Source: an optimization exercise on an open RTL-to-GDS flow (aim: small area, a short achievable clock period and few clock cycles per item). Production flows keep margins and buffers that such runs may drop.
Function was checked by simulation only, so behaviour that the tests miss may differ from the original.
No activity file was given, so power comes from the tool's default toggle rates.

==> flow/design.v, too long to show whole: its modules and the start of the top module <==
// module DES_ECB: 56 lines
// module des_sb1: 1151 lines
// module des_sb2: 1079 lines
// module des_sb3: 1109 lines
// module des_sb4: 1199 lines
// module des_sb5: 1137 lines
// module des_sb6: 1103 lines
// module des_sb7: 1131 lines
// module des_sb8: 1061 lines
module DES_ECB (Clk, Reset, Start, X, KEY, OUT, RDY);
  // ...
==> flow/flow/run.sh <==
#!/bin/bash
# Own layout flow: the standard synthesis, then the combinational logic is
# re-mapped with an area-oriented ABC script (flip-flops and their names are kept),
# then the standard layout from floorplan to finish on the re-mapped netlist.
set -uo pipefail
W=$(pwd)
F=$W/flow
LIB=$FLOW_HOME/platforms/$FLOW_PLATFORM/lib/sky130_fd_sc_hd__tt_025C_1v80.lib
R=$W/orfs/results/$FLOW_PLATFORM/DES_ECB/base

bash standard.sh synth > $W/std_synth.log 2>&1 || { echo "standard synth failed"; exit 1; }
cp $R/1_2_yosys.v $W/netlist_std.v

# functional models of the library's combinational cells, for techmap
yosys -p "read_liberty -ignore_miss_func $LIB; delete sky130_fd_sc_hd__*df* sky130_fd_sc_hd__*dl* sky130_fd_sc_hd__lpflow_inputisolatch_1 sky130_fd_sc_hd__*probe*; write_verilog -noattr $W/combcells.v" > $W/combcells.log 2>&1 || { echo "cell models failed"; exit 1; }

REMAP_CELLS=$W/combcells.v REMAP_LIB=$LIB REMAP_IN=$W/netlist_std.v REMAP_TOP=$FLOW_TOP \
REMAP_DONT_USE="$(cat $F/dont_use.txt)" REMAP_ABC=$F/remap.abc REMAP_OUT=$W/netlist_remap.v \
REMAP_STAT=$W/remap_stat.txt yosys -c $F/remap.tcl > $W/remap.log 2>&1 || { echo "remap failed"; exit 1; }

cp $W/netlist_remap.v $R/1_2_yosys.v
rm -f $R/1_synth.odb
export BUFFER_PORTS_ARGS="-buffer_cell sky130_fd_sc_hd__buf_1"
bash standard.sh > $W/std_layout.log 2>&1 || { echo "layout failed"; tail -20 $W/std_layout.log; exit 1; }
==> flow/flow/dont_use.txt <==
 sky130_fd_sc_hd__probe_p_8 sky130_fd_sc_hd__probec_p_8 sky130_fd_sc_hd__lpflow_bleeder_1 sky130_fd_sc_hd__lpflow_clkbufkapwr_1 sky130_fd_sc_hd__lpflow_clkbufkapwr_16 sky130_fd_sc_hd__lpflow_clkbufkapwr_2 sky130_fd_sc_hd__lpflow_clkbufkapwr_4 sky130_fd_sc_hd__lpflow_clkbufkapwr_8 sky130_fd_sc_hd__lpflow_clkinvkapwr_1 sky130_fd_sc_hd__lpflow_clkinvkapwr_16 sky130_fd_sc_hd__lpflow_clkinvkapwr_2 sky130_fd_sc_hd__lpflow_clkinvkapwr_4 sky130_fd_sc_hd__lpflow_clkinvkapwr_8 sky130_fd_sc_hd__lpflow_decapkapwr_12 sky130_fd_sc_hd__lpflow_decapkapwr_3 sky130_fd_sc_hd__lpflow_decapkapwr_4 sky130_fd_sc_hd__lpflow_decapkapwr_6 sky130_fd_sc_hd__lpflow_decapkapwr_8 sky130_fd_sc_hd__lpflow_inputiso0n_1 sky130_fd_sc_hd__lpflow_inputiso0p_1 sky130_fd_sc_hd__lpflow_inputiso1n_1 sky130_fd_sc_hd__lpflow_inputiso1p_1 sky130_fd_sc_hd__lpflow_inputisolatch_1 sky130_fd_sc_hd__lpflow_isobufsrc_1 sky130_fd_sc_hd__lpflow_isobufsrc_16 sky130_fd_sc_hd__lpflow_isobufsrc_2 sky130_fd_sc_hd__lpflow_isobufsrc_4 sky130_fd_sc_hd__lpflow_isobufsrc_8 sky130_fd_sc_hd__lpflow_isobufsrckapwr_16 sky130_fd_sc_hd__lpflow_lsbuf_lh_hl_isowell_tap_1 sky130_fd_sc_hd__lpflow_lsbuf_lh_hl_isowell_tap_2 sky130_fd_sc_hd__lpflow_lsbuf_lh_hl_isowell_tap_4 sky130_fd_sc_hd__lpflow_lsbuf_lh_isowell_4 sky130_fd_sc_hd__lpflow_lsbuf_lh_isowell_tap_1 sky130_fd_sc_hd__lpflow_lsbuf_lh_isowell_tap_2 sky130_fd_sc_hd__lpflow_lsbuf_lh_isowell_tap_4
==> flow/flow/remap.abc <==
strash
dch -f
map -a
mfs2 -a
strash
dch -f
map -a
mfs2 -a
strash
dch -f
map -a
mfs2 -a
strash
dch -f
map -B 0.2
topo
==> flow/flow/remap.tcl <==
# Re-map the combinational logic of a mapped netlist with an area-oriented ABC script.
# Flip-flops (and their instance names) are kept as they are.
yosys -import
set lib $::env(REMAP_LIB)
read_liberty -lib $lib
read_verilog $::env(REMAP_IN)
hierarchy -top $::env(REMAP_TOP)
techmap -map $::env(REMAP_CELLS)
techmap
opt -fast
opt_clean -purge
set du {}
foreach c $::env(REMAP_DONT_USE) { lappend du -dont_use $c }
abc -script $::env(REMAP_ABC) -liberty $lib {*}$du
opt_clean -purge
hilomap -singleton -hicell sky130_fd_sc_hd__conb_1 HI -locell sky130_fd_sc_hd__conb_1 LO
insbuf -buf sky130_fd_sc_hd__buf_4 A X
splitnets
opt_clean -purge
tee -o $::env(REMAP_STAT) stat -liberty $lib
check -assert -mapped
write_verilog -noattr -nohex -nodec $::env(REMAP_OUT)
==> flow/standard.sh <==
#!/bin/bash
# synth_recipe.tcl (not shown) runs the flow's synth.tcl, then flattens the netlist and writes it again
# the make line also repeats each setting of config.mk as NAME=value (left out here)
make -C /OpenROAD-flow-scripts/flow DESIGN_CONFIG=/design/flow/config.mk WORK_HOME=/design/flow/orfs CLKGATE_MAP_FILE= SYNTH_SCRIPT=/design/flow/synth_recipe.tcl "${@:-finish}"
==> flow/config.mk <==
export PLATFORM = sky130hd
export DESIGN_NAME = DES_ECB
export DESIGN_NICKNAME = DES_ECB
export VERILOG_FILES = /design/flow/design.v
export SDC_FILE = /design/flow/constraint.sdc
export NUM_CORES = 4
export LEC_CHECK = 0
export CAP_MARGIN = 20
export CORE_MARGIN = 2
export CORE_UTILIZATION = 55
export CTS_BUF_LIST = sky130_fd_sc_hd__clkbuf_4 sky130_fd_sc_hd__clkbuf_8
export SETUP_SLACK_MARGIN = 3.7
export SLEW_MARGIN = 20
==> flow/constraint.sdc <==
create_clock -name core_clock -period 6.0 [get_ports {Clk}]
set_input_delay 1.2000 -clock core_clock [delete_from_list [all_inputs] [get_ports {Clk}]]
set_output_delay 1.2000 -clock core_clock [all_outputs]
set_load 0.01 [all_outputs]
==> results.txt, run 1 <==
Fin Setup TNS=0 ps; hold_ws=~490 ps; largest net degree at the start of global routing=88; Clock buf/inv share=under 10%; Post-DRT Antenna Nets=0; final wirelength=roughly 32 mm; worst reg2reg path startpoint=cnt[2]$_SDFF_PP0_; RSZ-0062 raised after global routing=yes; IO buf count=187; Crit path depth=3; row cnt=47; max reg flops=56; placed cell area=0.0102 mm2; Int Pwr=approximately 0.0022 W; CTS tree=yes; Leak=between 4 and 5 nW; Slew Viols, Final=0; Max Used Layer=met4; CTS sink cnt=125; Comb pwr share=between 50 and 60%; commonest non-fill, non-tap cell in the layout=nand2_1; Post-Place Cells=about 1900; switching share of power=~47%; Crit path max-delay family=flip-flops; Max-area cell class=multi-input combinational cells; sequential share of cell area=25.9%; # Taps=220; Core ar.=~0.016 mm2; sequential power=0.00120 W; fillers=around 1500; routed vias/inst=a little under 6; startpoint types=flip-flop; CTS clock-pin slew for the worst setup and hold paths=around 80 ps; First-pass DRT Iterations=6; FF+latch area=between 0.002 and 0.003 mm2; status=timing/DRC/antenna clean; CP max-delay cell=dfxtp_4; fraction of area in multi-input gates=between 50% and 60%; Mean Syn Cell Area=6.31 um2; grt ovf=0
Testbench counts, summed over its fixed seeds: cycles 8,704, items 512.
==> run 2: changes to the inputs <==
--- a/flow/config.mk
+++ b/flow/config.mk
@@ -11,3 +11,3 @@
 export CTS_BUF_LIST = sky130_fd_sc_hd__clkbuf_4 sky130_fd_sc_hd__clkbuf_8
-export SETUP_SLACK_MARGIN = 3.7
+export SETUP_SLACK_MARGIN = 3.3
 export SLEW_MARGIN = 20
==> results.txt, run 2 <==
Slew Viols, Final=0 (unchanged); part of the power in the clock network=a little under a fifth; Post-CTS Hold Fix Bufs=0; Crit path max-delay family=buffers and inverters; DIE WIDTH=133 um; CP Cell Sequence=clkinv_1 > buf_1; kind of critical path=reg -> out; Core ar.=0.0165 mm2 (unchanged); crit share post-route=between 40% and 50%; Worst Reg-to-Reg Cells=8; number of diodes=0; grt ovf=0 (unchanged); DR DRC count=0; max reg flops=56 (unchanged); Post-Syn Area=around 0.0092 mm2; CP Launch Point=busy$_SDFFE_PP0P_; setup bufs post-CTS=0; final wirelength=31.9 mm (-1.7%); largest net degree at the start of global routing=88 (unchanged); Critical Path End=RDY; clock skew=approximately 10 ps; Hold Fails Final Rpt=0; Mapped Cells=1458; HP Class=reg -> reg; Yosys warning total=1; Final Wtd Congestion=about 0.98; final setup vio count=0; Final min period=roughly 2600 ps; commonest non-fill, non-tap cell in the layout=nand2_1; max incr delay on CP=between 400 and 500 ps; row cnt=47 (unchanged); worst-path fanout max=6; registers with the most flip-flops=CD (56), L (32), R (32); crit path capture type=output port; placed wire-length estimate=~23 mm; Net Count, Synth=about 1600; total power=between 0.004 and 0.005 W; vias=approximately 11000; Largest Register=CD; Comb pwr share=52.2% (+0.6 points); area of the multi-input gates=0.00597 mm2; Rel. slew slack=about 32%; Leak=4.40 nW (-4.0%); I/O pin total=roughly 200; total CTS buffers=17; first-pass GRT wire length=50.5 mm; Worst EP arrival=~1400 ps; worst reg2reg path startpoint=R[31]$_DFF_P_; startpoint types=flip-flop; CP max-delay cell=dfxtp_1; Worst VDD drop=0.172 mV; CP Data Required Time=approximately 4800 ps; Post-Place Cells=1867 (-0.054%); initial antenna violation count=0; Clock Path Buffers=2; Post-DRT Antenna Nets=0 (unchanged); Int Pwr=0.00209 W (-6.5%); R2R setup slack=about 3500 ps; Fin Setup TNS=0 ps (unchanged); P_sw=between 0.0015 and 0.002 W; routed len/inst=around 17 um; RR Endpoint=R[9]$_DFF_P_; worst path bufs/invs=2; P&R area growth vs syn=15.4%; fillers=1615 (+6.3%); Power Density=about 380 mW/mm2; RSZ-0062 raised after global routing=no; Flop pwr share=about 29%; Clk Tree Root Cell=clkbuf_8; clk latency of the worst-skew pair=~460 ps; Die Ht=around 130 um; CTS clock-pin slew for the worst setup and hold paths=80 ps (about the same); Crit path depth=2 (-1); layout cells sized above 1=under 10%; First-pass DRT Iterations=6 (unchanged); vias in the first global route=around 10000; fin cells=~1900; most frequent cells in the layout=nand2_1, buf_1, o21ai_0; routed vias/inst=5.90 (-1.1%); final instance area=roughly 0.011 mm2; Nets=around 1800; Slew @ Worst Pin=1010 ps; hold_ws=463 ps (-23.5 ps); max frequency=around 400 MHz; IO buf count=187 (unchanged); status=timing/DRC/antenna clean; CTS sink cnt=125 (unchanged); Mean Syn Cell Area=6.31 um2 (unchanged); die area=approximately 0.018 mm2; max-cap viol count=0; FF+latch area=0.00282 mm2 (-2.1%); initial DRC count=1274; switching share of power=48.4% (+1.0 points); placed cell area=0.0102 mm2 (-0.22%); total global routing track utilization=a little over a third; CTS tree=yes; Initial Utilization=55.9%; CTS HTree Levels=4
[run 2: worst min-delay path by stage]
stage	cells past startpoint	end	from
CTS	1	cnt[0]$_SDFF_PP0_	cnt[0]$_SDFF_PP0_
global placement	1	cnt[0]$_SDFF_PP0_	cnt[0]$_SDFF_PP0_
finish	1	cnt[0]$_SDFF_PP0_	cnt[0]$_SDFF_PP0_
global route	1	cnt[0]$_SDFF_PP0_	cnt[0]$_SDFF_PP0_
floorplan	1	cnt[0]$_SDFF_PP0_	cnt[0]$_SDFF_PP0_
detailed placement	1	cnt[0]$_SDFF_PP0_	cnt[0]$_SDFF_PP0_
[run 2: power by group through the flow]
stage               Clock (W)  Combinational [W]  Sequential (W)
floorplan                   0            0.00152         0.00116
global placement            0            0.00205         0.00119
detailed placement          0            0.00205         0.00119
CTS                  0.000757            0.00206         0.00118
global route         0.000789            0.00236         0.00120
finish               0.000757            0.00211         0.00118
[run 2: final cells by class]
type,instances,share of cell area (%)
clock buffers,26,3.13
clock inverters,6,0.542
inverters,108,3.90
multi-input cells,1223,56.2
flip-flops and latches,125,26.6
well taps,220,2.59
repair buffers,191,7.00
[run 2: stage by stage]
step / setup slack [ps] / util, %
after detailed placement: 2380 / 62.0
after global placement: 2420 / 62.0
after global routing: 3320 / 64.5
after CTS: 3310 / 64.4
after floorplan: 3400 / -
final: 3450 / 64.5
[run 2: routing by layer]
metal	track usage, %	part of all wire [%]	up-vias
li1	-	-	5487
met4	15.6	3.6	0
met5	0	0	-
met3	6.85	9.3	76
met1	45.5	40	5061
met2	58.4	47	577
[run 2: what timing repair did]
| action | in CTS | in global routing |
|---|---|---|
| gates resized for setup | 4 | 3 |
| pin swaps | 0 | 0 |
| setup endpoints to repair | 56 | 46 |
==> run 3: changes to the inputs <==
--- a/flow/flow/remap.abc
+++ b/flow/flow/remap.abc
@@ -14,3 +14,3 @@
 dch -f
-map -B 0.2
+map -B 0.5
 topo
--- a/flow/config.mk
+++ b/flow/config.mk
@@ -11,3 +11,3 @@
 export CTS_BUF_LIST = sky130_fd_sc_hd__clkbuf_4 sky130_fd_sc_hd__clkbuf_8
-export SETUP_SLACK_MARGIN = 3.3
+export SETUP_SLACK_MARGIN = 3.76
 export SLEW_MARGIN = 20
==> results.txt, run 3 <==
CP Data Required Time=4800 ps (about the same); row cnt=47 (unchanged); Final Wtd Congestion=0.997 (+2.1%); Post-CTS Hold Fix Bufs=0 (unchanged); Int Pwr=0.00243 W (+17%); initial DRC count=861 (-32%); Nets=1790 (-0.39%); largest net degree at the start of global routing=102 (+16%); Post-Syn Area=0.00914 mm2 (-0.69%); CP max-delay cell=dfxtp_2; max frequency=445 MHz (+13%); grt ovf=0 (unchanged); total global routing track utilization=34.6% (-0.96 points); vias in the first global route=9678 (-3.4%); final instance area=0.0118 mm2 (+11%); total power=0.00474 W (+17%); hold_ws=497 ps (+34.0 ps); registers with the most flip-flops=CD (56), L (32), R (32); final wirelength=32.1 mm (+0.67%); max-cap viol count=0 (unchanged); clock skew=15.1 ps (+4.63 ps); max incr delay on CP=430 ps (about the same); CTS clock-pin slew for the worst setup and hold paths=80 ps (about the same); worst-path fanout max=4 (-2); RSZ-0062 raised after global routing=yes; Worst VDD drop=0.193 mV (+12%); Post-Place Cells=1803 (-3.4%); Power Density=402 mW/mm2 (+5.6%); Crit path max-delay family=flip-flops; Initial Utilization=55.7% (-0.19 points); Rel. slew slack=36.9% (+4.7 points); crit share post-route=37.5% (-5.0 points); initial antenna violation count=0 (unchanged); Clock Path Buffers=2 (unchanged); Post-DRT Antenna Nets=0 (unchanged); Clk Tree Root Cell=clkbuf_8; HP Class=reg -> reg; CTS sink cnt=125 (unchanged); first-pass GRT wire length=48.4 mm (-4.1%); First-pass DRT Iterations=5 (-1); Hold Fails Final Rpt=0 (unchanged); fin cells=1892 (-0.37%); Net Count, Synth=1525 (-4.0%); Core ar.=0.0164 mm2 (-0.36%); startpoint types=flip-flop; Slew @ Worst Pin=940 ps (-69.7 ps); CTS tree=yes; crit path capture type=output port; max reg flops=56 (unchanged); most frequent cells in the layout=nand2_1, nand3_1, nor2_1; Final min period=2250 ps (-302 ps); Largest Register=CD; Leak=5.10 nW (+16%); I/O pin total=196 (unchanged); DIE WIDTH=133 um (-0.34%); CP Cell Sequence=buf_1; Mean Syn Cell Area=6.55 um2 (+3.9%); final setup vio count=0 (unchanged); Slew Viols, Final=0 (unchanged); total CTS buffers=17 (unchanged); status=timing/DRC/antenna clean; layout cells sized above 1=14.1% (+11 points); clk latency of the worst-skew pair=460 ps (about the same); routed vias/inst=5.86 (-0.66%); Worst EP arrival=1050 ps (-300 ps); Die Ht=133 um (-0.34%); kind of critical path=reg -> out; placed cell area=0.0102 mm2 (-0.38%); vias=11100 (-1.0%); CTS HTree Levels=4 (unchanged); placed wire-length estimate=21.8 mm (-6.8%); P&R area growth vs syn=29.0%; part of the power in the clock network=16.7% (-2.0 points); die area=0.0177 mm2 (-0.67%); Flop pwr share=25.8% (-3.3 points); Fin Setup TNS=0 ps (unchanged); worst path bufs/invs=1 (-1); routed len/inst=17.0 um (+1.0%); switching share of power=48.7% (+0.24 points); Yosys warning total=1 (unchanged); Comb pwr share=57.5% (+5.3 points); DR DRC count=0 (unchanged); commonest non-fill, non-tap cell in the layout=nand2_1; Mapped Cells=1394 (-4.4%); number of diodes=0 (unchanged); P_sw=0.00231 W (+18%); IO buf count=187 (unchanged)
## run 3: metrics by stage
| stage | utilization [%] | worst slack [ps] |
|---|---|---|
| 4_1_cts | 67.8 | 3730 |
| 3_3_place_gp | 62.0 | 2520 |
| 3_5_place_dp | 62.0 | 2490 |
| 6_report | 71.8 | 3750 |
| 2_1_floorplan | - | 3770 |
| 5_1_grt | 71.8 | 3630 |
## run 3: power groups by stage
stage	sequential [W]	clock [W]	combinational (W)
5_1_grt	0.00124	0.000832	0.00302
3_3_place_gp	0.00122	0	0.00236
2_1_floorplan	0.00118	0	0.00179
4_1_cts	0.00120	0.000798	0.00248
6_report	0.00122	0.000794	0.00273
3_5_place_dp	0.00122	0	0.00237
## run 3: per-layer routing
metal	global-route usage, %	wire length, um	vias up
li1	-	-	5355
met3	6.40	2930	87
met5	0	0	-
met2	53.9	14300	615
met1	46.2	13600	5029
met4	16.8	1340	0
## run 3: what timing repair did
| item | CTS | global route |
|---|---|---|
| setup endpoints to repair | 188 | 82 |
| pin swaps | 1 | 2 |
| buffers inserted | 31 | 24 |
| endpoints found under the hold margin | 0 | 0 |
| cloned | 1 | 1 |
| gates resized for setup | 100 | 89 |
## run 3: cell type report
class / count / area (um2)
Tap cell: 220 / 275
Timing Repair Buffer: 246 / 1340
Clock inverter: 13 / 165
Clock buffer: 19 / 249
Inverter: 76 / 322
Fill cell: 1400 / 4620
Multi-Input combinational cell: 1193 / 6500
Sequential cell: 125 / 2940
## run 3: path summary, 6_finish.rpt
kind                                     endpoint               from  slack, ps  cells after the start
worst max-delay path                      OUT[12]      R[22]$_DFF_P_       3750                      1
worst max register to register      R[21]$_DFF_P_      R[11]$_DFF_P_       3780                     12
worst min-delay path            cnt[0]$_SDFF_PP0_  cnt[0]$_SDFF_PP0_        500                      1
worst min register to register  cnt[0]$_SDFF_PP0_  cnt[0]$_SDFF_PP0_        500                      1
==> run 4: changes to the inputs <==
--- a/flow/config.mk
+++ b/flow/config.mk
@@ -11,3 +11,3 @@
 export CTS_BUF_LIST = sky130_fd_sc_hd__clkbuf_4 sky130_fd_sc_hd__clkbuf_8
-export SETUP_SLACK_MARGIN = 3.76
+export SETUP_SLACK_MARGIN = 3.65
 export SLEW_MARGIN = 20
==> results.txt, run 4 <==
status=timing/DRC/antenna clean; Leak=4.63 nW (-9.3%); R2R setup slack=3800 ps (+20 ps); Clock Path Buffers=2 (unchanged); CTS tree=yes; HP Class=reg -> reg; Final min period=2400 ps (+152 ps); registers with the most flip-flops=CD (56), L (32), R (32); number of diodes=0 (unchanged); kind of critical path=reg -> out; Slew @ Worst Pin=898 ps (-41.9 ps); layout cells sized above 1=7.34% (-6.7 points); Fin Setup TNS=0 ps (unchanged); Yosys warning total=1 (unchanged); CTS HTree Levels=4 (unchanged); clock skew=10.6 ps (-4.50 ps); Worst EP arrival=1200 ps (+150 ps); switching share of power=48.8% (+0.14 points); worst-path fanout max=5 (+1); Final Wtd Congestion=0.990 (-0.77%); max reg flops=56 (unchanged); initial antenna violation count=0 (unchanged); Comb pwr share=54.6% (-2.9 points); Power Density=410 mW/mm2 (+2.0%); pre-CTS setup slack=2910 ps (+420 ps); CP Data Required Time=4800 ps (about the same); Int Pwr=0.00231 W (-5.0%); Rel. slew slack=39.7% (+2.8 points); Post-DRT Antenna Nets=0 (unchanged); Mean Syn Cell Area=6.55 um2 (unchanged); max frequency=417 MHz (-6.3%); part of the power in the clock network=17.9% (+1.2 points); Hold Fails Final Rpt=0 (unchanged); crit share post-route=40.0% (+2.5 points); Net Count, Synth=1525 (unchanged); crit path capture type=output port; placed wire-length estimate=21.7 mm (-0.54%); final setup vio count=0 (unchanged); max-cap viol count=0 (unchanged); commonest non-fill, non-tap cell in the layout=nand2_1; Mapped Cells=1394 (unchanged); setup ws final=3600 ps (-152 ps); IO buf count=187 (unchanged); vias in the first global route=9367 (-3.2%); final wirelength=29.8 mm (-7.4%); DR DRC count=0 (unchanged); routed vias/inst=5.77 (-1.4%); Slew Viols, Final=0 (unchanged); Crit path max-delay family=flip-flops; initial DRC count=832 (-3.4%); grt ovf=0 (unchanged); routed len/inst=16.2 um (-4.8%); clk latency of the worst-skew pair=470 ps (about the same); largest net degree at the start of global routing=80 (-22%); Flop pwr share=27.5% (+1.7 points); CP Cell Sequence=buf_1; Initial Utilization=55.7% (unchanged); most frequent cells in the layout=nand2_1, buf_1, nand3_1; Crit path depth=1 (unchanged); die area=0.0177 mm2 (unchanged); Nets=1739 (-2.8%); Worst VDD drop=0.215 mV (+11%); CP max-delay cell=dfxtp_1; total CTS buffers=17 (unchanged); RSZ-0062 raised after global routing=yes; hold_ws=461 ps (-35.6 ps); Worst Reg-to-Reg Cells=10 (-2); startpoint types=flip-flop; total global routing track utilization=33.3% (-1.2 points); Clk Tree Root Cell=clkbuf_8; Core ar.=0.0164 mm2 (unchanged); vias=10600 (-4.1%); worst path bufs/invs=1 (unchanged); DIE WIDTH=133 um (unchanged); P&R area growth vs syn=20.5%; CTS clock-pin slew for the worst setup and hold paths=70 ps (about the same); CTS sink cnt=125 (unchanged); row cnt=47 (unchanged); Die Ht=133 um (unchanged); worst hold stages=1 (unchanged); P_sw=0.00221 W (-4.5%); Post-Syn Area=0.00914 mm2 (unchanged); max incr delay on CP=540 ps (+110 ps); I/O pin total=196 (unchanged); Largest Register=CD; First-pass DRT Iterations=5 (unchanged); first-pass GRT wire length=46.9 mm (-3.0%)
[run 4: layout make-up]
| class | count | area, um2 |
|---|---|---|
| Fill cell | 1492 | 5400 |
| Tap cell | 220 | 275 |
| Clock inverter | 11 | 140 |
| Timing Repair Buffer | 197 | 795 |
| Sequential cell | 125 | 2870 |
| Clock buffer | 21 | 283 |
| Multi-Input combinational cell | 1191 | 6320 |
| Inverter | 76 | 327 |
[run 4: what timing repair did]
item | in CTS | in global routing
buffers inserted | 0 | 5
resized for setup | 37 | 46
hold buffers | 0 | 0
hold endpoints to repair | 0 | 0
setup endpoints to repair | 84 | 106
cloned | 0 | 0
pin swaps | 0 | 2
[run 4: through the flow]
stage / cells / area (um2) / utilization [%] / power [W]
2_1_floorplan: 1394 / 9160 / - / 0.00297
3_3_place_gp: 1804 / 10200 / 61.9 / 0.00356
3_5_place_dp: 1804 / 10200 / 61.9 / 0.00357
4_1_cts: 1836 / 10700 / 65.4 / 0.00441
5_1_grt: 1841 / 11000 / 67.1 / 0.00490
6_report: 1841 / 11000 / 67.1 / 0.00452
[run 4: worst paths after layout]
check                           end              start
hold reg to reg   cnt[0]$_SDFF_PP0_  cnt[0]$_SDFF_PP0_
setup reg to reg      R[19]$_DFF_P_      R[26]$_DFF_P_
hold / removal    cnt[0]$_SDFF_PP0_  cnt[0]$_SDFF_PP0_
setup / recovery            OUT[36]      R[19]$_DFF_P_
[run 4: worst reg2reg max path: stages (launching register included)]
cell and delay, ps:
dfxtp_1 470, xor2_4 350, clkinvlp_4 320, nand2_1 180
nand2_1 80, o21ai_0 150, a21oi_1 60, a21oi_1 250
nand3b_1 110, nand3_1 80, nand2_1 50
[run 4: power groups by stage]
stage	Clock (W)	Sequential [W]	Combinational [W]
2_1_floorplan	0	0.00118	0.00179
3_3_place_gp	0	0.00121	0.00235
3_5_place_dp	0	0.00122	0.00235
4_1_cts	0.000815	0.00122	0.00238
5_1_grt	0.000856	0.00126	0.00279
6_report	0.000807	0.00124	0.00247
[run 4: layer usage]
metal | wire length (um) | track usage [%]
met1 | 12700 | 45.5
met2 | 13300 | 52.6
met3 | 2890 | 6.51
met4 | 852 | 11.9
met5 | 0 | 0
==> run 5: changes to the inputs <==
--- a/flow/config.mk
+++ b/flow/config.mk
@@ -11,3 +11,3 @@
 export CTS_BUF_LIST = sky130_fd_sc_hd__clkbuf_4 sky130_fd_sc_hd__clkbuf_8
-export SETUP_SLACK_MARGIN = 3.65
+export SETUP_SLACK_MARGIN = 3.7
 export SLEW_MARGIN = 20
==> results.txt, run 5 <==
clock skew=15.9 ps (+5.36 ps); crit share post-route=38.2% (-1.8 points); placed cell area=0.0102 mm2 (unchanged); total CTS buffers=17 (unchanged); Comb pwr share=55.1% (+0.5 points); Rel. slew slack=41.8% (+2.1 points); Worst EP arrival=1090 ps (-110 ps); Max Used Layer=met4; Final Wtd Congestion=0.990 (unchanged); Final min period=2290 ps (-107 ps); placed wire-length estimate=21.7 mm (unchanged); Leak=4.75 nW (+2.7%); met1 wire length=12.9 mm (+1.4%); P&R area growth vs syn=23.0%; layout cells sized above 1=9.35% (+2.0 points); First-pass DRT Iterations=6 (+1); grt ovf=0 (unchanged); Worst Reg-to-Reg Cells=8 (-2); CP Cell Sequence=buf_1; registers with the most flip-flops=CD (56), L (32), R (32); number of diodes=0 (unchanged); routed len/inst=16.1 um (-0.17%); largest net degree at the start of global routing=80 (unchanged); DIE WIDTH=133 um (unchanged); routed vias/inst=5.74 (-0.56%); switching share of power=48.6% (-0.22 points); Fin Setup TNS=0 ps (unchanged); clk latency of the worst-skew pair=470 ps (about the same); Post-DRT Antenna Nets=0 (unchanged); RR Endpoint=R[9]$_DFF_P_; worst-path fanout max=5 (unchanged); total global routing track utilization=33.3% (about the same); Slew @ Worst Pin=866 ps (-31.8 ps); HP Class=reg -> reg; Slew Viols, Final=0 (unchanged); CTS sink cnt=125 (unchanged); CTS clock-pin slew for the worst setup and hold paths=80 ps (about the same); Mapped Cells=1394 (unchanged); crit path capture type=output port; die area=0.0177 mm2 (unchanged); fin cells=1856 (+0.81%); final wirelength=30.0 mm (+0.64%); HP Start=cnt[0]$_SDFF_PP0_; Clk Tree Root Cell=clkbuf_8; final setup vio count=0 (unchanged); CTS tree=yes; DR DRC count=0 (unchanged); Post-Place Cells=1804 (unchanged); Core ar.=0.0164 mm2 (unchanged); CP max-delay cell=dfxtp_4; Hold Path End=cnt[0]$_SDFF_PP0_; Yosys warning total=1 (unchanged); vias=10700 (+0.25%); CP Data Required Time=4800 ps (about the same); max-cap viol count=0 (unchanged); final instance area=0.0112 mm2 (+2.1%); R2R setup slack=3820 ps (+20 ps); first-pass GRT wire length=46.9 mm (about the same); worst path bufs/invs=1 (unchanged); P_sw=0.00222 W (+0.86%); Die Ht=133 um (unchanged); Flop pwr share=27.2% (-0.3 points); Power Density=407 mW/mm2 (-0.76%); worst hold stages=1 (unchanged); Int Pwr=0.00235 W (+1.7%); vias in the first global route=9366 (-0.011%); Worst VDD drop=0.213 mV (-0.81%); max frequency=436 MHz (+4.6%); kind of critical path=reg -> out; startpoint types=flip-flop; max reg flops=56 (unchanged); Post-Syn Area=0.00914 mm2 (unchanged); Clock Path Buffers=2 (unchanged); Crit path max-delay family=flip-flops; Hold Fails Final Rpt=0 (unchanged); commonest non-fill, non-tap cell in the layout=nand2_1; status=timing/DRC/antenna clean; RSZ-0062 raised after global routing=yes; Initial Utilization=55.7% (unchanged); metal2 WL=13.6 mm (+2.2%); CTS HTree Levels=4 (unchanged); Largest Register=CD; initial DRC count=768 (-7.7%); I/O pin total=196 (unchanged); most frequent cells in the layout=nand2_1, buf_1, nand3_1; met3 wire length=2.67 mm (-7.5%); Nets=1754 (+0.86%); initial antenna violation count=0 (unchanged); max incr delay on CP=460 ps (-80 ps); row cnt=47 (unchanged); IO buf count=187 (unchanged); part of the power in the clock network=17.6% (-0.3 points); Final Core Density=68.5% (+1.4 points); Net Count, Synth=1525 (unchanged); worst reg2reg path startpoint=CD[39]$_DFF_P_; Mean Syn Cell Area=6.55 um2 (unchanged)
-- run 5: worst max path at each step --
stage,startpoint,end,slack (ps),depth (start not counted)
after floorplan,R[4]$_DFF_P_,R[25]$_DFF_P_,3720,17
after global placement,Start,R[28]$_DFF_P_,2940,6
after detailed placement,Start,R[28]$_DFF_P_,2910,6
after CTS,R[5]$_DFF_P_,OUT[16],3630,1
after global routing,R[0]$_DFF_P_,OUT[56],3670,1
final,R[0]$_DFF_P_,OUT[56],3710,1
-- run 5: layer usage --
| metal | GRT usage, % | vias up |
|---|---|---|
| met5 | 0 | - |
| met3 | 6.44 | 50 |
| met4 | 11.8 | 0 |
| li1 | - | 5284 |
| met2 | 52.7 | 529 |
| met1 | 45.4 | 4795 |
-- run 5: area by class of cell --
cell class              count  area [um2]
multi-input cells        1191        6370
well taps                 220         275
clock buffers              21         283
clock inverters            11         140
flip-flops and latches    125        2910
inverters                  76         327
repair buffers            212         930
fillers                  1473        5170
-- run 5: what timing repair did --
action,4_1_cts,5_1_grt
pin swaps,1,4
hold buffers,0,0
endpoints found under the setup margin,118,110
resized for setup,65,54
buffers inserted,4,16
-- run 5: power groups by stage --
stage	registers [W]	clock network, W	logic [W]
5_1_grt	0.00126	0.000856	0.00284
2_1_floorplan	0.00118	0	0.00179
4_1_cts	0.00122	0.000815	0.00239
3_3_place_gp	0.00121	0	0.00235
6_report	0.00125	0.000808	0.00252
3_5_place_dp	0.00122	0	0.00235
-- run 5: through the flow --
stage          power [W]  setup WS [ps]  hold WS, ps
3_3_place_gp     0.00356           2940          427
2_1_floorplan    0.00297           3720          416
5_1_grt          0.00496           3670          525
6_report         0.00458           3710          461
3_5_place_dp     0.00357           2910          435
4_1_cts          0.00443           3630          453
==> module DES_ECB, before the edit <==
module DES_ECB (Clk, Reset, Start, X, KEY, OUT, RDY);
   input         Clk;
   input         Reset;
   input         Start;
   input  [63:0] X, KEY;
   output [63:0] OUT;
   output        RDY;
   reg [31:0] L, R;       
   reg [55:0] CD;         
   reg [3:0]  cnt;        
   reg        busy;
   assign RDY = ~busy;
   wire [63:0] RL = {R, L};
   assign OUT = {RL[24], RL[56], RL[16], RL[48], RL[8], RL[40], RL[0], RL[32], RL[25], RL[57], RL[17], RL[49], RL[9], RL[41], RL[1], RL[33], RL[26], RL[58], RL[18], RL[50], RL[10], RL[42], RL[2], RL[34], RL[27], RL[59], RL[19], RL[51], RL[11], RL[43], RL[3], RL[35], RL[28], RL[60], RL[20], RL[52], RL[12], RL[44], RL[4], RL[36], RL[29], RL[61], RL[21], RL[53], RL[13], RL[45], RL[5], RL[37], RL[30], RL[62], RL[22], RL[54], RL[14], RL[46], RL[6], RL[38], RL[31], RL[63], RL[23], RL[55], RL[15], RL[47], RL[7], RL[39]};
   wire [63:0] ipx = {X[6], X[14], X[22], X[30], X[38], X[46], X[54], X[62], X[4], X[12], X[20], X[28], X[36], X[44], X[52], X[60], X[2], X[10], X[18], X[26], X[34], X[42], X[50], X[58], X[0], X[8], X[16], X[24], X[32], X[40], X[48], X[56], X[7], X[15], X[23], X[31], X[39], X[47], X[55], X[63], X[5], X[13], X[21], X[29], X[37], X[45], X[53], X[61], X[3], X[11], X[19], X[27], X[35], X[43], X[51], X[59], X[1], X[9], X[17], X[25], X[33], X[41], X[49], X[57]};
   wire [55:0] pc1 = {KEY[7], KEY[15], KEY[23], KEY[31], KEY[39], KEY[47], KEY[55], KEY[63], KEY[6], KEY[14], KEY[22], KEY[30], KEY[38], KEY[46], KEY[54], KEY[62], KEY[5], KEY[13], KEY[21], KEY[29], KEY[37], KEY[45], KEY[53], KEY[61], KEY[4], KEY[12], KEY[20], KEY[28], KEY[1], KEY[9], KEY[17], KEY[25], KEY[33], KEY[41], KEY[49], KEY[57], KEY[2], KEY[10], KEY[18], KEY[26], KEY[34], KEY[42], KEY[50], KEY[58], KEY[3], KEY[11], KEY[19], KEY[27], KEY[35], KEY[43], KEY[51], KEY[59], KEY[36], KEY[44], KEY[52], KEY[60]};
   wire [55:0] cd0 = {pc1[54], pc1[53], pc1[52], pc1[51], pc1[50], pc1[49], pc1[48], pc1[47], pc1[46], pc1[45], pc1[44], pc1[43], pc1[42], pc1[41], pc1[40], pc1[39], pc1[38], pc1[37], pc1[36], pc1[35], pc1[34], pc1[33], pc1[32], pc1[31], pc1[30], pc1[29], pc1[28], pc1[55], pc1[26], pc1[25], pc1[24], pc1[23], pc1[22], pc1[21], pc1[20], pc1[19], pc1[18], pc1[17], pc1[16], pc1[15], pc1[14], pc1[13], pc1[12], pc1[11], pc1[10], pc1[9], pc1[8], pc1[7], pc1[6], pc1[5], pc1[4], pc1[3], pc1[2], pc1[1], pc1[0], pc1[27]};   
   wire [47:0] rk = {CD[42], CD[39], CD[45], CD[32], CD[55], CD[51], CD[53], CD[28], CD[41], CD[50], CD[35], CD[46], CD[33], CD[37], CD[44], CD[52], CD[30], CD[48], CD[40], CD[49], CD[29], CD[36], CD[43], CD[54], CD[15], CD[4], CD[25], CD[19], CD[9], CD[1], CD[26], CD[16], CD[5], CD[11], CD[23], CD[8], CD[12], CD[7], CD[17], CD[0], CD[22], CD[3], CD[10], CD[14], CD[6], CD[20], CD[27], CD[24]};   
   wire [47:0] t = {R[0], R[31], R[30], R[29], R[28], R[27], R[28], R[27], R[26], R[25], R[24], R[23], R[24], R[23], R[22], R[21], R[20], R[19], R[20], R[19], R[18], R[17], R[16], R[15], R[16], R[15], R[14], R[13], R[12], R[11], R[12], R[11], R[10], R[9], R[8], R[7], R[8], R[7], R[6], R[5], R[4], R[3], R[4], R[3], R[2], R[1], R[0], R[31]} ^ rk;
   wire [31:0] s;
   des_sb1 u_sb1 (.a(t[47:42]), .y(s[31:28]));
   des_sb2 u_sb2 (.a(t[41:36]), .y(s[27:24]));
   des_sb3 u_sb3 (.a(t[35:30]), .y(s[23:20]));
   des_sb4 u_sb4 (.a(t[29:24]), .y(s[19:16]));
   des_sb5 u_sb5 (.a(t[23:18]), .y(s[15:12]));
   des_sb6 u_sb6 (.a(t[17:12]), .y(s[11:8]));
   des_sb7 u_sb7 (.a(t[11:6]), .y(s[7:4]));
   des_sb8 u_sb8 (.a(t[5:0]), .y(s[3:0]));
   wire [31:0] f = {s[16], s[25], s[12], s[11], s[3], s[20], s[4], s[15], s[31], s[17], s[9], s[6], s[27], s[14], s[1], s[22], s[30], s[24], s[8], s[18], s[0], s[5], s[29], s[23], s[13], s[19], s[2], s[26], s[10], s[21], s[28], s[7]};   
   wire rot1 = (cnt == 4'd0) | (cnt == 4'd7) | (cnt == 4'd14);
   wire [55:0] cd_r1 = {CD[54], CD[53], CD[52], CD[51], CD[50], CD[49], CD[48], CD[47], CD[46], CD[45], CD[44], CD[43], CD[42], CD[41], CD[40], CD[39], CD[38], CD[37], CD[36], CD[35], CD[34], CD[33], CD[32], CD[31], CD[30], CD[29], CD[28], CD[55], CD[26], CD[25], CD[24], CD[23], CD[22], CD[21], CD[20], CD[19], CD[18], CD[17], CD[16], CD[15], CD[14], CD[13], CD[12], CD[11], CD[10], CD[9], CD[8], CD[7], CD[6], CD[5], CD[4], CD[3], CD[2], CD[1], CD[0], CD[27]};
   wire [55:0] cd_r2 = {CD[53], CD[52], CD[51], CD[50], CD[49], CD[48], CD[47], CD[46], CD[45], CD[44], CD[43], CD[42], CD[41], CD[40], CD[39], CD[38], CD[37], CD[36], CD[35], CD[34], CD[33], CD[32], CD[31], CD[30], CD[29], CD[28], CD[55], CD[54], CD[25], CD[24], CD[23], CD[22], CD[21], CD[20], CD[19], CD[18], CD[17], CD[16], CD[15], CD[14], CD[13], CD[12], CD[11], CD[10], CD[9], CD[8], CD[7], CD[6], CD[5], CD[4], CD[3], CD[2], CD[1], CD[0], CD[27], CD[26]};
   wire [31:0] r_sel = busy ? L : R;
   wire [31:0] f_g = f & {32{busy}};
   always @(posedge Clk) begin
      if (Reset)
         busy <= 1'b0;
      else if (Start)
         busy <= 1'b1;
      else if (cnt == 4'd15)
         busy <= 1'b0;
      if (Start)
         cnt <= 4'd0;
      else
         cnt <= cnt + 4'd1;
      if (Start)
         CD <= cd0;
      else
         CD <= rot1 ? cd_r1 : cd_r2;
      if (Start)
         L <= ipx[63:32];
      else if (busy)
         L <= R;
      R <= Start ? ipx[31:0] : (r_sel ^ f_g);
   end
endmodule
==> run 6: changes to the inputs <==
--- a/flow/design.v
+++ b/flow/design.v
@@ -10,4 +10,5 @@
    reg [3:0]  cnt;        
-   reg        busy;
-   assign RDY = ~busy;
+   reg        idle;
+   wire       busy = ~idle;
+   assign RDY = idle;
    wire [63:0] RL = {R, L};
@@ -36,15 +37,15 @@
       if (Reset)
-         busy <= 1'b0;
+         idle <= 1'b1;
       else if (Start)
-         busy <= 1'b1;
+         idle <= 1'b0;
       else if (cnt == 4'd15)
-         busy <= 1'b0;
-      if (Start)
-         cnt <= 4'd0;
-      else
+         idle <= 1'b1;
+      if (busy)
          cnt <= cnt + 4'd1;
-      if (Start)
-         CD <= cd0;
       else
+         cnt <= 4'd0;
+      if (busy)
          CD <= rot1 ? cd_r1 : cd_r2;
+      else
+         CD <= cd0;
       if (Start)
==> results.txt, run 6 <==
status=timing/DRC/antenna clean; First-pass DRT Iterations=7 (+1); largest net degree at the start of global routing=59 (-26%); Flop pwr share=26.9% (-0.3 points); CTS HTree Levels=4 (unchanged); area of the multi-input gates=0.00628 mm2 (-1.5%); vias=10700 (-0.038%); Critical Path End=OUT[2]; Slew Viols, Final=0 (unchanged); Worst EP arrival=1160 ps (+70 ps); row cnt=46 (-2.1%); CP max-delay cell=dfxtp_2; grt ovf=0 (unchanged); crit path capture type=output port; RR Endpoint=R[26]$_DFF_P_; commonest non-fill, non-tap cell in the layout=nand2_1; Crit path max-delay family=flip-flops; RSZ-0062 raised after global routing=yes; layout cells sized above 1=12.3% (+2.9 points); registers with the most flip-flops=CD (56), L (32), R (32); worst path bufs/invs=1 (unchanged); Post-Syn Area=0.00883 mm2 (-3.3%); number of diodes=0 (unchanged); IO buf count=187 (unchanged); routed vias/inst=6.02 (+4.8%); Post-CTS Hold Fix Bufs=0 (unchanged); CP Data Required Time=4800 ps (about the same); final wirelength=31.5 mm (+5.1%); startpoint types=flip-flop; Final min period=2360 ps (+70.1 ps); fillers=1367 (-7.2%); Hold Fails Final Rpt=0 (unchanged); Power Density=433 mW/mm2 (+6.4%); max reg flops=56 (unchanged); Initial Utilization=56.0% (+0.33 points); max-cap viol count=0 (unchanged); Post-DRT Antenna Nets=0 (unchanged); DIE WIDTH=131 um (-1.6%); Clk Tree Root Cell=clkbuf_8; Net Count, Synth=1435 (-5.9%); CP Launch Point=R[15]$_DFF_P_; Fin Setup TNS=0 ps (unchanged); Mapped Cells=1304 (-6.5%); first-pass GRT wire length=47.5 mm (+1.3%); Comb pwr share=57.8% (+2.7 points); CTS sink cnt=125 (unchanged); CTS tree=yes; P_sw=0.00242 W (+8.9%); I/O pin total=196 (unchanged); hold_ws=485 ps (+24.4 ps); DR DRC count=0 (unchanged); total global routing track utilization=35.8% (+2.5 points); vias in the first global route=9349 (-0.18%); most frequent cells in the layout=nand2_1, buf_1, o21ai_0; final setup vio count=0 (unchanged); Die Ht=131 um (-1.6%); clk latency of the worst-skew pair=460 ps (about the same); Nets=1672 (-4.7%); max frequency=423 MHz (-3.0%); Slew @ Worst Pin=733 ps (-133 ps); Largest Register=CD; die area=0.0171 mm2 (-3.2%); Rel. slew slack=50.9% (+9.1 points); clock skew=14.7 ps (-1.24 ps); Yosys warning total=1 (unchanged); P&R area growth vs syn=27.6%; HP Class=reg -> reg; R2R setup slack=3810 ps (about the same); Worst Reg-to-Reg Cells=10 (+2); worst reg2reg path startpoint=CD[48]$_DFF_P_; CTS clock-pin slew for the worst setup and hold paths=80 ps (about the same); Clock Path Buffers=2 (unchanged); kind of critical path=reg -> out; Int Pwr=0.00246 W (+4.5%); Leak=4.77 nW (+0.26%); initial antenna violation count=0 (unchanged); initial DRC count=950 (+24%); Core ar.=0.0158 mm2 (-3.9%); Final Core Density=71.5% (+3.0 points); CP Cell Sequence=buf_2; Final Wtd Congestion=1.05 (+5.8%); switching share of power=49.6% (+1.0 points); routed len/inst=17.8 um (+10%); Mean Syn Cell Area=6.78 um2 (+3.4%); total CTS buffers=17 (unchanged); crit share post-route=39.4% (+1.2 points); Crit path depth=1 (unchanged); max incr delay on CP=500 ps (+40 ps); placed wire-length estimate=21.6 mm (-0.38%); worst-path fanout max=6 (+1); part of the power in the clock network=15.3% (-2.3 points); FF+latch area=0.00292 mm2 (+0.22%); Worst VDD drop=0.241 mV (+13%)
==> run 6: power by group through the flow <==
stage	registers [W]	clock network, W	logic, W
2_1_floorplan	0.00121	0	0.00191
3_3_place_gp	0.00125	0	0.00250
3_5_place_dp	0.00126	0	0.00252
4_1_cts	0.00126	0.000754	0.00259
5_1_grt	0.00133	0.000789	0.00314
6_report	0.00131	0.000747	0.00282
==> run 6: through the flow <==
stage / setup WS [ps] / area (um2) / total power, W / std cells
2_1_floorplan: 3120 / 8880 / 0.00312 / 1304
3_3_place_gp: 2640 / 9910 / 0.00376 / 1714
3_5_place_dp: 2640 / 9910 / 0.00377 / 1714
4_1_cts: 3570 / 10600 / 0.00460 / 1754
5_1_grt: 3560 / 11300 / 0.00526 / 1770
6_report: 3640 / 11300 / 0.00488 / 1770
==> run 6: cell type report <==
class / count / area share (%)
clock buffer: 18 / 2.20
clock inverter: 14 / 1.28
sequential: 125 / 25.9
tap: 216 / 2.40
timing repair buffer: 220 / 9.53
multi-input combinational: 1097 / 55.7
inverter: 80 / 3.01
==> run 6: timing repair <==
item | 4_1_cts | 5_1_grt
cloned | 1 | 1
setup endpoints to repair | 119 | 84
pin swaps | 2 | 0
gates resized for setup | 60 | 90
buffers inserted | 7 | 15
==> run 6: worst min path at each step <==
stage | from | to | slack [ps] | cells after the start
after global placement | cnt[0]$_SDFF_PP0_ | cnt[0]$_SDFF_PP0_ | 460 | 1
final | cnt[0]$_SDFF_PP0_ | cnt[0]$_SDFF_PP0_ | 480 | 1
after detailed placement | cnt[0]$_SDFF_PP0_ | cnt[0]$_SDFF_PP0_ | 470 | 1
after global routing | cnt[0]$_SDFF_PP0_ | cnt[0]$_SDFF_PP0_ | 530 | 1
after floorplan | cnt[0]$_SDFF_PP0_ | cnt[0]$_SDFF_PP0_ | 450 | 1
after CTS | cnt[0]$_SDFF_PP0_ | cnt[0]$_SDFF_PP0_ | 490 | 1
==> run 6: layer usage <==
layer	track usage, %	routed length (um)	vias up	share of wire, %
li1	-	-	5055	-
met5	0	0	-	0
met4	14.5	935	0	3.0
met1	47.0	12700	4863	40
met3	6.35	3040	79	9.7
met2	58.5	14800	657	47
Testbench counts of run 6, summed over its fixed seeds: cycles 8,704, items 512.
==> run 7: changes to the inputs <==
--- a/flow/config.mk
+++ b/flow/config.mk
@@ -11,3 +11,3 @@
 export CTS_BUF_LIST = sky130_fd_sc_hd__clkbuf_4 sky130_fd_sc_hd__clkbuf_8
-export SETUP_SLACK_MARGIN = 3.7
+export SETUP_SLACK_MARGIN = 3.8
 export SLEW_MARGIN = 20
==> results.txt, run 7 <==
initial antenna violation count=0 (unchanged); total global routing track utilization=37.5% (+1.8 points); initial DRC count=1197 (+26%); worst-path fanout max=3 (-3); Yosys warning total=1 (unchanged); IO buf count=187 (unchanged); first-pass GRT wire length=49.7 mm (+4.6%); placed wire-length estimate=21.6 mm (unchanged); Slew @ Worst Pin=784 ps (+50.1 ps); startpoint types=flip-flop; clock skew=14.1 ps (-0.596 ps); Die Ht=131 um (unchanged); max-cap viol count=0 (unchanged); Fin Setup TNS=0 ps (unchanged); P_sw=0.00261 W (+7.8%); registers with the most flip-flops=CD (56), L (32), R (32); number of diodes=0 (unchanged); die area=0.0171 mm2 (unchanged); grt ovf=0 (unchanged); Net Count, Synth=1435 (unchanged); CP Data Required Time=4800 ps (about the same); largest net degree at the start of global routing=59 (unchanged); Worst VDD drop=0.276 mV (+14%); First-pass DRT Iterations=6 (-1); kind of critical path=reg -> out; fillers=1164 (-15%); Core ar.=0.0158 mm2 (unchanged); Int Pwr=0.00277 W (+12%); Mean Syn Cell Area=6.78 um2 (unchanged); part of the power in the clock network=14.0% (-1.3 points); HP Class=reg -> reg; Final Wtd Congestion=1.05 (unchanged); vias=11300 (+6.2%); max frequency=440 MHz (+4.1%); fin cells=1868 (+5.5%); Nets=1770 (+5.9%); routed len/inst=18.5 um (+4.2%); switching share of power=48.6% (-1.1 points); RSZ-0062 raised after global routing=yes; Post-Place Cells=1714 (unchanged); Post-Syn Area=0.00883 mm2 (unchanged); Clk Tree Root Cell=clkbuf_8; row cnt=46 (unchanged); max reg flops=56 (unchanged); Final min period=2270 ps (-92.3 ps); total CTS buffers=17 (unchanged); crit share post-route=37.9% (-1.5 points); Worst EP arrival=1070 ps (-90 ps); layout cells sized above 1=22.6% (+10 points); final setup vio count=0 (unchanged); Post-DRT Antenna Nets=0 (unchanged); routed vias/inst=6.06 (+0.64%); Power Density=429 mW/mm2 (-1.1%); total power=0.00538 W (+10%); final wirelength=34.6 mm (+10%); CTS HTree Levels=4 (unchanged); most frequent cells in the layout=nand2_1, o21ai_0, buf_1; Flop pwr share=23.3% (-3.6 points); Clock Path Buffers=2 (unchanged); vias in the first global route=9910 (+6.0%); Rel. slew slack=47.6% (-3.4 points); I/O pin total=196 (unchanged); Leak=5.51 nW (+16%); Post-CTS Hold Fix Bufs=0 (unchanged); clk latency of the worst-skew pair=460 ps (about the same); Initial Utilization=56.0% (unchanged); CTS tree=yes; Slew Viols, Final=0 (unchanged); CTS sink cnt=125 (unchanged); crit path capture type=output port; DR DRC count=0 (unchanged); Largest Register=CD; DIE WIDTH=131 um (unchanged); Hold Fails Final Rpt=0 (unchanged); Comb pwr share=62.6% (+4.8 points); Mapped Cells=1304 (unchanged); commonest non-fill, non-tap cell in the layout=nand2_1; status=timing/DRC/antenna clean; P&R area growth vs syn=42.0%; CTS clock-pin slew for the worst setup and hold paths=80 ps (about the same)
-- run 7: layout make-up --
class | instances | area, um2 | area share, %
multi-input combinational | 1097 | 6570 | 52.3
sequential | 125 | 2960 | 23.6
timing repair buffer | 318 | 2010 | 16.0
inverter | 80 | 349 | 2.78
tap | 216 | 270 | 2.15
clock buffer | 18 | 248 | 1.97
clock inverter | 14 | 144 | 1.15
-- run 7: metrics by stage --
stage / setup slack [ps] / hold WS, ps / instance area [um2] / utilization (%)
after floorplan: 3120 / 446 / 8880 / -
after global placement: 2640 / 461 / 9910 / 62.8
after detailed placement: 2640 / 474 / 9910 / 62.8
after CTS: 3570 / 488 / 11400 / 72.4
after global routing: 3710 / 527 / 12500 / 79.6
final: 3730 / 485 / 12500 / 79.6
-- run 7: per-layer routing --
| layer | routed length (um) | part of all wire (%) | GRT usage [%] |
|---|---|---|---|
| met1 | 13000 | 38 | 48.4 |
| met2 | 16500 | 48 | 60.5 |
| met3 | 3570 | 10 | 6.43 |
| met5 | 0 | 0 | 0 |
| met4 | 1520 | 4.4 | 19.9 |
-- run 7: power by group through the flow --
| stage | clock network [W] | registers [W] | logic, W |
|---|---|---|---|
| global placement | 0 | 0.00125 | 0.00250 |
| global route | 0.000791 | 0.00127 | 0.00367 |
| finish | 0.000755 | 0.00125 | 0.00337 |
| detailed placement | 0 | 0.00126 | 0.00252 |
| CTS | 0.000753 | 0.00122 | 0.00284 |
| floorplan | 0 | 0.00121 | 0.00191 |
-- run 7: what timing repair did --
item,4_1_cts,5_1_grt
endpoints found under the setup margin,161,86
buffers inserted,64,56
resized for setup,151,140
pin swaps,3,11
gates cloned,1,1
-- run 7: worst max-delay path, stage by stage, from the launching register on --
cell and delay [ps]:
dfxtp_4 380, buf_12 130, buf_6 110
-- run 7: path summary, 6_finish.rpt --
| check | from | endpoint | cells after the start | slack, ps |
|---|---|---|---|---|
| worst max-delay path | idle$_SDFFE_PP1P_ | RDY | 2 | 3730 |
| worst max register to register | R[8]$_DFF_P_ | R[3]$_DFF_P_ | 11 | 3830 |
| worst min register to register | cnt[0]$_SDFF_PP0_ | cnt[0]$_SDFF_PP0_ | 1 | 480 |
| worst min-delay path | cnt[0]$_SDFF_PP0_ | cnt[0]$_SDFF_PP0_ | 1 | 480 |
==> run 8: changes to the inputs <==
--- a/flow/config.mk
+++ b/flow/config.mk
@@ -11,3 +11,3 @@
 export CTS_BUF_LIST = sky130_fd_sc_hd__clkbuf_4 sky130_fd_sc_hd__clkbuf_8
-export SETUP_SLACK_MARGIN = 3.8
+export SETUP_SLACK_MARGIN = 3.65
 export SLEW_MARGIN = 20
==> results.txt, run 8 <==
P&R area growth vs syn=24.3%; worst hold stages=1 (unchanged); Leak=4.65 nW (-16%); Worst Reg-to-Reg Cells=10 (-1); routed len/inst=17.6 um (-5.0%); Mean Syn Cell Area=6.78 um2 (unchanged); routed vias/inst=5.98 (-1.3%); final wirelength=30.9 mm (-11%); number of diodes=0 (unchanged); total global routing track utilization=35.5% (-2.0 points); HP Start=cnt[0]$_SDFF_PP0_; Int Pwr=0.00240 W (-13%); DR DRC count=0 (unchanged); vias in the first global route=9270 (-6.5%); Power Density=435 mW/mm2 (+1.6%); RSZ-0062 raised after global routing=yes; row cnt=46 (unchanged); status=timing/DRC/antenna clean; commonest non-fill, non-tap cell in the layout=nand2_1; kind of critical path=reg -> out; Final Core Density=69.6% (-9.9 points); Initial Utilization=56.0% (unchanged); CP Data Required Time=4800 ps (about the same); die area=0.0171 mm2 (unchanged); Clock Path Buffers=2 (unchanged); Final Wtd Congestion=1.05 (unchanged); grt ovf=0 (unchanged); max reg flops=56 (unchanged); Slew @ Worst Pin=757 ps (-26.9 ps); IO buf count=187 (unchanged); Worst VDD drop=0.240 mV (-13%); max frequency=427 MHz (-3.0%); first-pass GRT wire length=47.2 mm (-5.1%); worst-path fanout max=6 (+3); initial antenna violation count=0 (unchanged); placed wire-length estimate=21.6 mm (unchanged); Worst EP arrival=1140 ps (+70 ps); CP Cell Sequence=buf_1; Rel. slew slack=49.4% (+1.8 points); CTS sink cnt=125 (unchanged); placed cell area=0.00991 mm2 (unchanged); Nets=1658 (-6.3%); Hold Path End=cnt[0]$_SDFF_PP0_; Die Ht=131 um (unchanged); crit share post-route=39.0% (+1.2 points); I/O pin total=196 (unchanged); Crit path max-delay family=flip-flops; Flop pwr share=27.3% (+4.0 points); Mapped Cells=1304 (unchanged); Fin Setup TNS=0 ps (unchanged); Post-CTS Hold Fix Bufs=0 (unchanged); worst reg2reg path startpoint=R[19]$_DFF_P_; P_sw=0.00238 W (-8.7%); fin cells=1756 (-6.0%); fillers=1418 (+22%); registers with the most flip-flops=CD (56), L (32), R (32); most frequent cells in the layout=nand2_1, buf_1, o21ai_0; Slew Viols, Final=0 (unchanged); CTS clock-pin slew for the worst setup and hold paths=80 ps (about the same); initial DRC count=996 (-17%); Post-DRT Antenna Nets=0 (unchanged); switching share of power=49.9% (+1.3 points); layout cells sized above 1=10.3% (-12 points); HP Class=reg -> reg; max-cap viol count=0 (unchanged); RR Endpoint=R[26]$_DFF_P_; First-pass DRT Iterations=5 (-1); final setup vio count=0 (unchanged); CTS tree=yes; largest net degree at the start of global routing=60 (+1.7%); crit path capture type=output port; clock skew=14.8 ps (+0.665 ps); Hold Fails Final Rpt=0 (unchanged); Final min period=2340 ps (+70.9 ps); startpoint types=flip-flop; part of the power in the clock network=15.6% (+1.6 points); clk latency of the worst-skew pair=460 ps (about the same); total CTS buffers=17 (unchanged); Net Count, Synth=1435 (unchanged); Clk Tree Root Cell=clkbuf_8; Largest Register=CD; max incr delay on CP=490 ps (+110 ps); vias=10500 (-7.2%); Post-Place Cells=1714 (unchanged); Yosys warning total=1 (unchanged); hold_ws=485 ps (+0.136 ps); DIE WIDTH=131 um (unchanged); R2R setup slack=3750 ps (-80 ps); CTS HTree Levels=4 (unchanged); Comb pwr share=57.2% (-5.4 points); Post-Syn Area=0.00883 mm2 (unchanged); final instance area=0.0110 mm2 (-12%); worst path bufs/invs=1 (-1); CP max-delay cell=dfxtp_2; Core ar.=0.0158 mm2 (unchanged)
run 8: timing repair:
| action | CTS | global route |
|---|---|---|
| endpoints found under the hold margin | 0 | 0 |
| endpoints found under the setup margin | 108 | 80 |
| gates resized for setup | 41 | 71 |
| gates cloned | 0 | 2 |
| buffers inserted | 6 | 2 |
| pin swaps | 1 | 0 |
run 8: cell type report:
type	count	area, um2	share of cell area, %
sequential	125	2880	26.3
clock buffer	18	248	2.26
multi-input combinational	1097	6180	56.2
clock inverter	14	144	1.31
inverter	80	332	3.02
timing repair buffer	206	927	8.44
tap	216	270	2.46
run 8: power groups by stage:
stage	Clock (W)	Sequential [W]	Combinational, W
floorplan	0	0.00121	0.00191
global placement	0	0.00125	0.00250
detailed placement	0	0.00126	0.00252
CTS	0.000754	0.00125	0.00258
global route	0.000789	0.00132	0.00305
finish	0.000746	0.00130	0.00273
run 8: stage by stage:
stage | worst slack [ps] | total power (W)
floorplan | 3120 | 0.00312
global placement | 2640 | 0.00376
detailed placement | 2640 | 0.00377
CTS | 3510 | 0.00458
global route | 3520 | 0.00516
finish | 3660 | 0.00478
run 8: worst max path at each step:
stage / endpoint / from / slack [ps] / depth (start not counted)
global placement: R[11]$_DFF_P_ / Start / 2640 / 6
floorplan: CD[0]$_DFF_P_ / cnt[3]$_SDFF_PP0_ / 3120 / 4
detailed placement: R[5]$_DFF_P_ / Start / 2640 / 6
CTS: RDY / idle$_SDFFE_PP1P_ / 3510 / 2
finish: OUT[36] / R[19]$_DFF_P_ / 3660 / 1
global route: R[30]$_DFF_P_ / R[25]$_DFF_P_ / 3520 / 13
run 8: per-layer routing:
| layer | global-route usage, % | routed length [um] | vias up | share of wire, % |
|---|---|---|---|---|
| li1 | - | - | 5035 | - |
| met1 | 47.1 | 12500 | 4762 | 40 |
| met2 | 58.0 | 14500 | 624 | 47 |
| met3 | 5.58 | 2940 | 81 | 9.5 |
| met4 | 14.6 | 1010 | 0 | 3.3 |
| met5 | 0 | 0 | - | 0 |

## afterwards: timing with drivers on the ports
The results above use ideal ports. As a check the final layouts listed here were re-extracted and re-timed, cells and wires unchanged.
Step 1: set_driving_cell puts a clkbuf_16 on Clk and a buf_2 on each other input, an assumption about the parent block.
Step 2 adds t to the input delays and takes it off the output delays; t is the mean of the earliest and latest rising clock arrival at the registers after step 1. Input paths then give back, and output paths get back, about the clock's delay inside the block.
a / b / c = ideal ports / drivers / drivers and shift; a / b = the first two.
run | t, ns | setup slack, ns | clock arrival spread, ns | worst register clock-pin slew, ns | worst data-port slew with drivers (ns)
run 1 | 0.503 | 3.658 / 3.616 / 3.287 | 0.016 / 0.016 | 0.08 / 0.08 | 0.04
run 2 | 0.494 | 3.450 / 3.409 / 3.136 | 0.010 / 0.011 | 0.08 / 0.08 | 0.05
run 3 | 0.497 | 3.752 / 3.708 / 3.378 | 0.015 / 0.015 | 0.09 / 0.09 | 0.05
run 4 | 0.501 | 3.600 / 3.558 / 3.314 | 0.011 / 0.012 | 0.08 / 0.08 | 0.04
run 5 | 0.501 | 3.707 / 3.665 / 3.354 | 0.017 / 0.016 | 0.08 / 0.08 | 0.04
run 6 | 0.495 | 3.636 / 3.597 / 3.348 | 0.015 / 0.015 | 0.08 / 0.08 | 0.05
run 7 | 0.493 | 3.729 / 3.691 / 3.405 | 0.015 / 0.014 | 0.08 / 0.08 | 0.05
run 8 | 0.494 | 3.658 / 3.619 / 3.308 | 0.015 / 0.015 | 0.08 / 0.08 | 0.05
After both steps setup and hold are still met in every run listed. For run 3, which loses most, drivers alone change the setup slack by -0.044 ns; drivers and shift together by -0.374 ns.
